This design comes from an exercise in tuning for small area on the open sky130 flow, not from production work. Function was checked by simulation only, so behaviour that the tests miss may differ from the original. In this run the design's own scripts or RTL, not TritonCTS, make the clock network. The clock input has no modelled driver; a real chip could not lean on it and would need a root buffer or a full tree. No activity file was given, so power comes from the tool's default toggle rates.

### flow/flow/run.sh
#!/bin/bash
# Own layout flow: the standard synthesis, then its combinational logic re-mapped
# with a stronger ABC script (registers untouched; several random seeds, the
# smallest result kept), then the standard ORFS steps with buf_1 port buffers and a
# one-level clock distribution of our own (flow/cts.tcl).
set -euo pipefail
W=$(pwd)
R=$W/orfs/results/$FLOW_PLATFORM/finalDesign/base
LIB=$FLOW_HOME/platforms/sky130hd/lib/sky130_fd_sc_hd__tt_025C_1v80.lib

bash standard.sh "$R/1_2_yosys.v" > "$W/log_synth.txt" 2>&1
cp "$R/1_2_yosys.v" "$W/standard_synth.v"

for S in 1 2 3 4 5 6 7 8; do
  sed -e "s/-S 0/-S $S/" flow/deep.abc > "$W/deep_$S.abc"
  sed -e "s#::LIB::#$LIB#g" -e "s#::IN::#$W/standard_synth.v#" \
      -e "s#::SCRIPT::#$W/deep_$S.abc#" -e "s#::OUT::#$W/remapped_$S.v#" \
      flow/remap.ys > "$W/remap_$S.ys"
  yosys -s "$W/remap_$S.ys" > "$W/log_remap_$S.txt" 2>&1 &
  if (( S % 4 == 0 )); then wait; fi
done
best=""; bestarea=""
for S in 1 2 3 4 5 6 7 8; do
  a=$(grep "Chip area" "$W/log_remap_$S.txt" | tail -1 | awk '{print $NF}')
  [[ -n "$a" && -s "$W/remapped_$S.v" ]] || continue
  if [[ -z "$best" ]] || awk "BEGIN{exit !($a < $bestarea)}"; then best=$S; bestarea=$a; fi
done
echo "remap seed $best area $bestarea" > "$W/log_remap_choice.txt"
cp "$W/remapped_$best.v" "$R/1_2_yosys.v"
touch "$R/1_2_yosys.v"

export BUFFER_PORTS_ARGS="-buffer_cell sky130_fd_sc_hd__buf_1"
bash standard.sh place > "$W/log_place.txt" 2>&1

# own clock distribution instead of ORFS's CTS step
export R LIB
export CLK_CELL=$(sed -n 1p flow/clk.txt) CLK_LEAVES=$(sed -n 2p flow/clk.txt)
openroad -no_init -exit flow/cts.tcl > "$W/log_cts.txt" 2>&1
slew=$(grep "worst register clock pin slew" "$W/log_cts.txt" | awk '{print $NF}')
if awk "BEGIN{exit !($slew > 126)}"; then
  export CLK_CELL=sky130_fd_sc_hd__buf_12
  openroad -no_init -exit flow/cts.tcl > "$W/log_cts_retry.txt" 2>&1
fi
touch "$R/4_1_cts.odb" "$R/4_cts.sdc"

bash standard.sh finish > "$W/log_layout.txt" 2>&1
### flow/flow/clk.txt
sky130_fd_sc_hd__clkbuf_8
4
### flow/flow/cts.tcl
# Clock distribution in place of ORFS's CTS step: the clock port drives
# $::env(CLK_LEAVES) clock buffers ($::env(CLK_CELL)), each driving one
# balanced k-means cluster of the register clock pins from its cluster's centre.
set R $::env(R)
read_db $R/3_place.odb
read_liberty $::env(LIB)
read_sdc $R/3_place.sdc
source $::env(FLOW_HOME)/platforms/sky130hd/setRC.tcl

set block [ord::get_db_block]
set master [[ord::get_db] findMaster $::env(CLK_CELL)]
set clknet [$block findNet clk]
set k $::env(CLK_LEAVES)
set pts {}
foreach it [$clknet getITerms] {
  set bb [[$it getInst] getBBox]
  lappend pts [list $it [expr {([$bb xMin] + [$bb xMax]) / 2.0}] [expr {([$bb yMin] + [$bb yMax]) / 2.0}]]
}
set n [llength $pts]
# initial centres: points spread along the sorted x order
set sorted [lsort -real -index 1 $pts]
for {set g 0} {$g < $k} {incr g} {
  set p [lindex $sorted [expr {int(($g + 0.5) * $n / $k)}]]
  set cx($g) [lindex $p 1]; set cy($g) [lindex $p 2]
}
# k-means with balanced clusters: pairs (pin, centre) are taken in order of
# distance, each centre taking at most ceil(n / k) pins
set cap [expr {($n + $k - 1) / $k}]
for {set iter 0} {$iter < 30} {incr iter} {
  set pairs {}
  for {set i 0} {$i < $n} {incr i} {
    lassign [lindex $pts $i] it x y
    for {set g 0} {$g < $k} {incr g} {
      lappend pairs [list [expr {abs($x - $cx($g)) + abs($y - $cy($g))}] $i $g]
    }
  }
  set pairs [lsort -real -index 0 $pairs]
  for {set g 0} {$g < $k} {incr g} { set sx($g) 0.0; set sy($g) 0.0; set cnt($g) 0 }
  array unset of
  foreach pr $pairs {
    lassign $pr d i g
    if {[info exists of($i)] || $cnt($g) >= $cap} { continue }
    set of($i) $g
    lassign [lindex $pts $i] it x y
    set sx($g) [expr {$sx($g) + $x}]; set sy($g) [expr {$sy($g) + $y}]; incr cnt($g)
  }
  for {set g 0} {$g < $k} {incr g} {
    if {$cnt($g) > 0} { set cx($g) [expr {$sx($g) / $cnt($g)}]; set cy($g) [expr {$sy($g) / $cnt($g)}] }
  }
}
set assign {}
for {set i 0} {$i < $n} {incr i} { lappend assign $of($i) }
for {set g 0} {$g < $k} {incr g} {
  set net($g) [odb::dbNet_create $block clknet_leaf_$g]
  $net($g) setSigType CLOCK
}
foreach p $pts g $assign {
  set it [lindex $p 0]
  $it disconnect
  $it connect $net($g)
}
for {set g 0} {$g < $k} {incr g} {
  set inst [odb::dbInst_create $block $master clkbuf_leaf_$g]
  [$inst findITerm A] connect $clknet
  [$inst findITerm X] connect $net($g)
  $inst setLocation [expr {int($cx($g))}] [expr {int($cy($g))}]
  $inst setPlacementStatus PLACED
  puts "clock buffer $g drives $cnt($g) pins"
}
$clknet setSigType CLOCK
detailed_placement
check_placement -verbose
set_propagated_clock [all_clocks]
estimate_parasitics -placement
set worst 0
foreach pin [all_registers -clock_pins] {
  foreach e {rise fall} {
    set s [sta::time_sta_ui [get_property $pin slew_max_$e]]
    if {$s > $worst} { set worst $s }
  }
}
# time_sta_ui of the property value comes out in units of 1e-6 ps here
puts "worst register clock pin slew (placement estimate, ps): [expr {$worst / 1e6}]"
report_checks -path_delay min_max
write_db $R/4_1_cts.odb
write_sdc -no_timestamp $R/4_cts.sdc
### flow/flow/deep.abc
strash
&get -n
&deepsyn -T 20 -S 0
&put
&get -n
&dch -f
&nf -R 1000
&put
### flow/flow/remap.ys
# Re-map the combinational logic of the standard synthesis; registers are kept as they are.
read_liberty -ignore_miss_func ::LIB::
read_verilog ::IN::
hierarchy -top finalDesign
blackbox sky130_fd_sc_hd__df*
flatten
rename -hide w:_*_.*
opt_clean -purge
abc -liberty ::LIB:: -dont_use sky130_fd_sc_hd__lpflow_bleeder_1 -dont_use sky130_fd_sc_hd__lpflow_clkbufkapwr_1 -dont_use sky130_fd_sc_hd__lpflow_clkbufkapwr_16 -dont_use sky130_fd_sc_hd__lpflow_clkbufkapwr_2 -dont_use sky130_fd_sc_hd__lpflow_clkbufkapwr_4 -dont_use sky130_fd_sc_hd__lpflow_clkbufkapwr_8 -dont_use sky130_fd_sc_hd__lpflow_clkinvkapwr_1 -dont_use sky130_fd_sc_hd__lpflow_clkinvkapwr_16 -dont_use sky130_fd_sc_hd__lpflow_clkinvkapwr_2 -dont_use sky130_fd_sc_hd__lpflow_clkinvkapwr_4 -dont_use sky130_fd_sc_hd__lpflow_clkinvkapwr_8 -dont_use sky130_fd_sc_hd__lpflow_decapkapwr_12 -dont_use sky130_fd_sc_hd__lpflow_decapkapwr_3 -dont_use sky130_fd_sc_hd__lpflow_decapkapwr_4 -dont_use sky130_fd_sc_hd__lpflow_decapkapwr_6 -dont_use sky130_fd_sc_hd__lpflow_decapkapwr_8 -dont_use sky130_fd_sc_hd__lpflow_inputiso0n_1 -dont_use sky130_fd_sc_hd__lpflow_inputiso0p_1 -dont_use sky130_fd_sc_hd__lpflow_inputiso1n_1 -dont_use sky130_fd_sc_hd__lpflow_inputiso1p_1 -dont_use sky130_fd_sc_hd__lpflow_inputisolatch_1 -dont_use sky130_fd_sc_hd__lpflow_isobufsrc_1 -dont_use sky130_fd_sc_hd__lpflow_isobufsrc_16 -dont_use sky130_fd_sc_hd__lpflow_isobufsrc_2 -dont_use sky130_fd_sc_hd__lpflow_isobufsrc_4 -dont_use sky130_fd_sc_hd__lpflow_isobufsrc_8 -dont_use sky130_fd_sc_hd__lpflow_isobufsrckapwr_16 -dont_use sky130_fd_sc_hd__lpflow_lsbuf_lh_hl_isowell_tap_1 -dont_use sky130_fd_sc_hd__lpflow_lsbuf_lh_hl_isowell_tap_2 -dont_use sky130_fd_sc_hd__lpflow_lsbuf_lh_hl_isowell_tap_4 -dont_use sky130_fd_sc_hd__lpflow_lsbuf_lh_isowell_4 -dont_use sky130_fd_sc_hd__lpflow_lsbuf_lh_isowell_tap_1 -dont_use sky130_fd_sc_hd__lpflow_lsbuf_lh_isowell_tap_2 -dont_use sky130_fd_sc_hd__lpflow_lsbuf_lh_isowell_tap_4 -dont_use sky130_fd_sc_hd__probe_p_8 -dont_use sky130_fd_sc_hd__probec_p_8  -script ::SCRIPT::
opt_clean -purge
hilomap -singleton -hicell sky130_fd_sc_hd__conb_1 HI -locell sky130_fd_sc_hd__conb_1 LO
splitnets
opt_clean -purge
rename -enumerate -pattern rm_% w:$* c:$*
stat -liberty ::LIB::
write_verilog -noattr -nohex -nodec ::OUT::
### flow/standard.sh
#!/bin/bash
# synth_recipe.tcl (not shown) runs the flow's synth.tcl, then flattens the netlist and writes it again
# the make line also repeats each setting of config.mk as NAME=value (left out here)
make -C /OpenROAD-flow-scripts/flow DESIGN_CONFIG=/design/flow/config.mk WORK_HOME=/design/flow/orfs CLKGATE_MAP_FILE= SYNTH_SCRIPT=/design/flow/synth_recipe.tcl "${@:-finish}"
### flow/config.mk
export PLATFORM = sky130hd
export DESIGN_NAME = finalDesign
export DESIGN_NICKNAME = finalDesign
export VERILOG_FILES = /design/flow/design.v
export SDC_FILE = /design/flow/constraint.sdc
export NUM_CORES = 4
export LEC_CHECK = 0
export ABC_AREA = 1
export CAP_MARGIN = 0
export CORE_MARGIN = 2
export CORE_UTILIZATION = 65
export GPL_TIMING_DRIVEN = 0
export SLEW_MARGIN = 0
### flow/constraint.sdc
create_clock -name core_clock -period 13.0 [get_ports {clk}]
set_input_delay 2.6000 -clock core_clock [delete_from_list [all_inputs] [get_ports {clk}]]
set_output_delay 2.6000 -clock core_clock [all_outputs]
set_load 0.01 [all_outputs]
### flow/design.v
module splittor(
	input clk_in,
	input rst,
	output reg c,
	output tick
);
reg o;
assign tick = c & ~o;
always @(posedge clk_in) begin
	if( rst ) begin
		c <= 1'b0;
		o <= 1'b0;
	end
	else begin
		c <= ~c;
		o <= o ^ c;
	end
end
endmodule
module counter(
	input clk,
	input rst,
	input ce,
	input en,
	input clear,
	output reg [6:0] th,
	output reg [3:0] h,
	output reg [6:0] lo
);
wire inc = ce & en & ~clear;
wire wrap = th[6] & th[0] & h[2] & h[0] & lo[5] & lo[1] & lo[0];
wire zero = rst | (ce & clear) | (inc & wrap);
wire c_lo = inc & lo[6] & lo[5] & lo[1] & lo[0];
wire c_h = c_lo & h[3] & h[0];
reg [7:0] k_lo;
reg [4:0] k_h;
reg [7:0] k_th;
integer i;
always @* begin
	k_lo[0] = inc;
	for( i = 0; i < 7; i = i + 1 ) k_lo[i+1] = k_lo[i] & lo[i];
	k_h[0] = c_lo;
	for( i = 0; i < 4; i = i + 1 ) k_h[i+1] = k_h[i] & h[i];
	k_th[0] = c_h;
	for( i = 0; i < 7; i = i + 1 ) k_th[i+1] = k_th[i] & th[i];
end
always @(posedge clk) begin
	lo <= {7{~(zero | c_lo)}} & (lo ^ k_lo[6:0]);
	h <= {4{~(zero | c_h)}} & (h ^ k_h[3:0]);
	th <= {7{~zero}} & (th ^ k_th[6:0]);
end
endmodule
module mapping(
	input wire [3:0] num,
	output wire [6:0] codeout
);
	localparam [111:0] TABLE = {
		7'b0000000, 7'b0001111, 7'b1011011, 7'b0110011, 7'b0101001, 7'b0101101,
		7'b1111011, 7'b1111111, 7'b1110000, 7'b1011111, 7'b1011011,
		7'b0110011, 7'b1111001, 7'b1101101, 7'b0110000, 7'b1111110 };
	assign codeout = TABLE[num*7 +: 7];
endmodule
module display(
	input clk,
	input rst,
	input c,
	input wire [3:0] digit,
	output wire [2:0] seg,
	output wire [6:0] codeout
);
reg [3:0] shown;
assign seg = {2'b00, (shown == 4'b1111) & ~c};
mapping m1(
	.num (shown),
	.codeout (codeout)
);
always @(posedge clk) begin
	if( rst ) shown <= 4'b1111;
	else if( c ) shown <= digit;
end
endmodule
module finalDesign(
	input clk,
	input rst,
	input start_in,
	input end_in,
	input clear_in,
	input en,
	input wire [2:0] check,
	output wire led,
	output wire [2:0] seg,
	output wire [6:0] digits,
	output reg [1:0] winner
);
wire c;
wire tick;
wire [6:0] cnt_th;
wire [3:0] cnt_h;
wire [6:0] cnt_lo;
reg [6:0] max_th;
reg [3:0] max_h;
reg [6:0] max_lo;
reg [3:0] min_h;    
reg [6:0] min_lo;
reg [3:0] avg_h;
reg [3:0] stor_h;
reg clear_logic;
reg start_flag;
reg en_logic;
reg [10:0] lfsr;
reg rnd_zero;
assign led = 1'b0;
splittor sp1(
	.clk_in (clk),
	.rst (rst),
	.c (c),
	.tick (tick)
);
counter c1(
	.clk (clk),
	.rst (rst),
	.ce (tick),
	.en (en_logic),
	.clear (clear_logic),
	.th (cnt_th),
	.h (cnt_h),
	.lo (cnt_lo)
);
display dp1(
	.clk (clk),
	.rst (rst),
	.c (c),
	.digit (stor_h),
	.seg (seg),
	.codeout (digits)
);
wire arm = en & start_in & rnd_zero;
wire start_mid = start_flag | arm;
wire stop = en & end_in & start_mid;
wire en_next = ((en_logic & ~clear_in) | arm) & ~stop;
wire start_next = start_mid & ~stop;
wire [17:0] cnt_all = {cnt_th, cnt_h, cnt_lo};
wire [17:0] max_all = {max_th, max_h, max_lo};
wire [10:0] cnt_low = {cnt_h, cnt_lo};
wire [10:0] min_all = {min_h, min_lo};
reg [18:0] ge;    
reg [11:0] gm;    
reg [7:0] k0;     
reg [7:0] s0;
reg [4:0] k1;
reg [4:0] t;
integer i;
always @* begin
	ge[0] = 1'b1;
	for( i = 0; i < 18; i = i + 1 )
		ge[i+1] = (cnt_all[i] & ~max_all[i]) | ((cnt_all[i] | ~max_all[i]) & ge[i]);
	gm[0] = 1'b1;
	for( i = 0; i < 11; i = i + 1 )
		gm[i+1] = (cnt_low[i] & ~min_all[i]) | ((cnt_low[i] | ~min_all[i]) & gm[i]);
	k0[0] = 1'b0;
	for( i = 0; i < 7; i = i + 1 ) begin
		s0[i] = max_lo[i] ^ min_lo[i] ^ k0[i];
		k0[i+1] = (max_lo[i] & min_lo[i]) | ((max_lo[i] ^ min_lo[i]) & k0[i]);
	end
	s0[7] = k0[7];
	k1[0] = s0[7] | (s0[6] & s0[5] & (s0[4] | s0[3] | s0[2]));    
	for( i = 0; i < 4; i = i + 1 ) begin
		t[i] = max_h[i] ^ min_h[i] ^ k1[i];
		k1[i+1] = (max_h[i] & min_h[i]) | ((max_h[i] ^ min_h[i]) & k1[i]);
	end
	t[4] = k1[4];
end
wire cnt_ge_max = ge[18];
wire cnt_lt_min = (cnt_th == 7'd0) & ~gm[11];
wire [3:0] u = t[4:1];
localparam [127:0] ADD5 = {
	4'd2, 4'd3, 4'd0, 4'd11, 4'd8, 4'd3, 4'd4, 4'd3,
	4'd2, 4'd1, 4'd0, 4'd9, 4'd8, 4'd7, 4'd6, 4'd5,
	4'd15, 4'd14, 4'd13, 4'd12, 4'd11, 4'd10, 4'd9, 4'd8,
	4'd7, 4'd6, 4'd5, 4'd4, 4'd3, 4'd2, 4'd1, 4'd0 };
wire [3:0] avg_next = ADD5[{max_th[0], u}*4 +: 4];
wire load = tick & en & start_in;
wire hit = tick & (lfsr == 11'h4be);
always @(posedge clk) begin
	lfsr <= ~({11{load}} | {lfsr[9:0], lfsr[10] ^ lfsr[8]});
	rnd_zero <= rst | (~load & (rnd_zero | hit));
end
wire false_start = en & end_in & ~start_mid;
wire sel_avg = tick & ~en & check[2];
wire sel_min = tick & ~en & ~check[2] & check[1];
wire sel_max = tick & ~en & ~check[2] & ~check[1] & check[0];
wire sel_cnt = tick & (en ? ~end_in | start_mid : ~|check);
wire sel_9 = tick & false_start;
wire sel_hold = ~tick;
wire [3:0] stor_next = ({4{sel_avg}} & avg_h) | ({4{sel_min}} & min_h) |
	({4{sel_max}} & max_h) | ({4{sel_cnt}} & cnt_h) | ({4{sel_9}} & 4'd9) |
	({4{sel_hold}} & stor_h);
always @(posedge clk) stor_h <= {4{~rst}} & stor_next;
always @(posedge clk) begin
	if( rst ) begin
		clear_logic <= 0;
		start_flag <= 0;
		en_logic <= 0;
		max_th <= 0;
		max_h <= 0;
		max_lo <= 0;
		min_h <= 4'd9;
		min_lo <= 7'd99;
		avg_h <= 0;
		winner <= 2'b00;
	end
	else if( tick ) begin
		clear_logic <= clear_in;
		en_logic <= en_next;
		start_flag <= start_next;
		if( stop ) begin
			if( cnt_ge_max ) begin
				max_th <= cnt_th;
				max_h <= cnt_h;
				max_lo <= cnt_lo;
			end
			if( cnt_lt_min ) begin
				min_h <= cnt_h;
				min_lo <= cnt_lo;
			end
			avg_h <= avg_next;
			winner <= cnt_ge_max ? 2'b01 : 2'b10;
		end
	end
end
endmodule
==> impl_metrics.ini <==
[outcome]
status = no timing/DRC/antenna violations

[placement]
dp_hpwl_mm = 5.12
io_buffer_count = 18
placed_area_mm2 = 0.00344
globalplace.congestion = 0.924

[cts]
insertion_delay_ps = 170
path_clk_slew_ps = 110

[worst_setup_path]
worstSetupStartpointType = input port
r2r_end = max_lo[1]$_SDFFE_PP0P_
crit_arrival_ps = 5740
path_class = in -> reg
worstSetupEndpoint = max_lo[1]$_SDFFE_PP0P_
r2r_start = c1.lo[2]$_DFF_P_
worst_ep_required_time_ps = 13070
endpoint_kind = flop
worstSetupStartpoint = en
r2r_slack_ps = 8480
crit_fanout = 19
worst_r2r_path_depth = 20

[detailed_routing]
wl_per_cell_um = 14.9
vias_per_cell = 6.15
ant_nets = 0
drtIter0Drc = 285
routed_wl_mm = 7.01
firstDrtPassIters = 5
drc_errors = 0
vias = 2892

[timing]
fin_tns_setup_ps = 0
finalCritPeriodShare_pct = 43.6
finalSetupViolCount = 0
whs_ps = 417
skew_ps = 7.78
hold_viol = 0
fmax_ghz = 0.176
fin_crit_ps = 5670
grt_setup_unrepaired = no
tightest_slew_ps = 1260
drv_slew = 0
relSlewSlack_pct = 14.8

[final_layout]
nets = 414
layout-drive-gt1-share_pct = 1.49
area_growth_pct = 6.80
antenna_cells = 0
final_area_mm2 = 0.00350

[pwr]
p_per_area_mw_per_mm2 = 112
peakVddDrop_v = 0.0000867
cellLeakagePower_nw = 1.22

[die]
die_h_um = 75.0
pin_count = 22
placeableCoreArea_mm2 = 0.00479
die_area_mm2 = 0.00562
rows = 25
start_util_pct = 68.4
fp.dieW_um = 75.0

[global_routing]
grt_overflow = 0
grt_pass1_vias = 2593
antenna_found_initial = 0
grt.total_usage_pct = 25.6
grt_max_degree = 21
grt_first_pass_wirelength_mm = 11.7

[logic_synthesis]
synthCells = 379
ys_warn_count = 4
avgSynthCellArea_um2 = 8.64
netlist_area_mm2 = 0.00327

[flow_run]
cap_violations = 0

[min_path]
hold_path.class = reg -> reg
worstHoldStart = lfsr[7]$_DFF_P_
==> layout by cell type, fill, tap and decap left out, types with 5 or more instances in the layout <==
master,count
nand2_1,24
nand3_1,11
xnor2_1,6
a22o_1,18
clkinv_1,28
buf_1,18
nor3_1,21
dfxtp_1,78
a21oi_1,29
o21ai_0,14
a22oi_1,6
nor2_1,45
and3_1,7
maj3_1,5
o22ai_1,19
==> worst max-delay path: stages <==
cell and delay [ps]:
buf_1 170, and3_1 470, a21oi_1 250, nor3_1 620, o221ai_1 270, o22ai_2 730
nor2_2 360, a22o_1 270
==> power by group <==
part / total, mW / internal (mW) / switching [mW]
clock: 0.0877 / 0.0288 / 0.0589
sequential: 0.270 / 0.258 / 0.0123
combinational: 0.0340 / 0.0140 / 0.0200
total: 0.392 / 0.301 / 0.0912
==> sequential cells by signal, summed over array words and instances, names as in the netlist, 7 cells and up <==
name,cells
c1.lo,7
min_lo,7
max_lo,7
max_th,7
lfsr,11
c1.th,7
==> layer usage <==
layer / global-route usage [%] / wire length [um]
met1: 36.5 / 3390
met2: 42.6 / 3190
met3: 2.14 / 332
met4: 5.56 / 101
met5: 0 / 0
==> stage by stage <==
step                utilization, %  worst slack [ps]  instances  power, mW
detailed placement            71.9              7050        466      0.310
global placement              71.7              6380        466      0.308
global route                  73.1              7070        470      0.409
floorplan                        -              7730        381      0.297
finish                        73.1              7330        470      0.392
==> how the worst min path moves through the flow <==
stage                            to  slack (ps)  depth (start not counted)
finish              lfsr[8]$_DFF_P_         420                          1
global route        lfsr[5]$_DFF_P_         440                          1
detailed placement  lfsr[3]$_DFF_P_         400                          1
global placement    lfsr[5]$_DFF_P_         400                          1
floorplan           lfsr[3]$_DFF_P_         380                          1
==> layout make-up <==
type                            count  area [um^2]
Multi-Input combinational cell    275         1620
Sequential cell                    78         1560
Fill cell                         402         1290
Inverter                           28          105
Tap cell                           67         83.8
Timing Repair Buffer               18         67.6
Buffer                              4         55.1

## separate check: timing with driven ports
The results above use ideal ports. As a check the final layout listed here was re-extracted and re-timed, cells and wires unchanged. Step 1 assumes that a clkbuf_16 drives the clock port and a buf_2 every other input. Step 2 times the ports against the registers' clock, not the clock port: input delays grow and output delays shrink by t, the midpoint of the rising clock arrivals with the driver on. Slacks: ideal ports / drivers / drivers and shift; pairs: ideal ports / drivers.
t (ns): 0.224
setup slack, ns: 7.326 / 7.362 / 7.138
worst slew at a driven data input, ns: 0.03
After both steps setup and hold are still met in this run. The setup slack of this run moves by +0.036 ns with the drivers and by -0.188 ns with both steps.
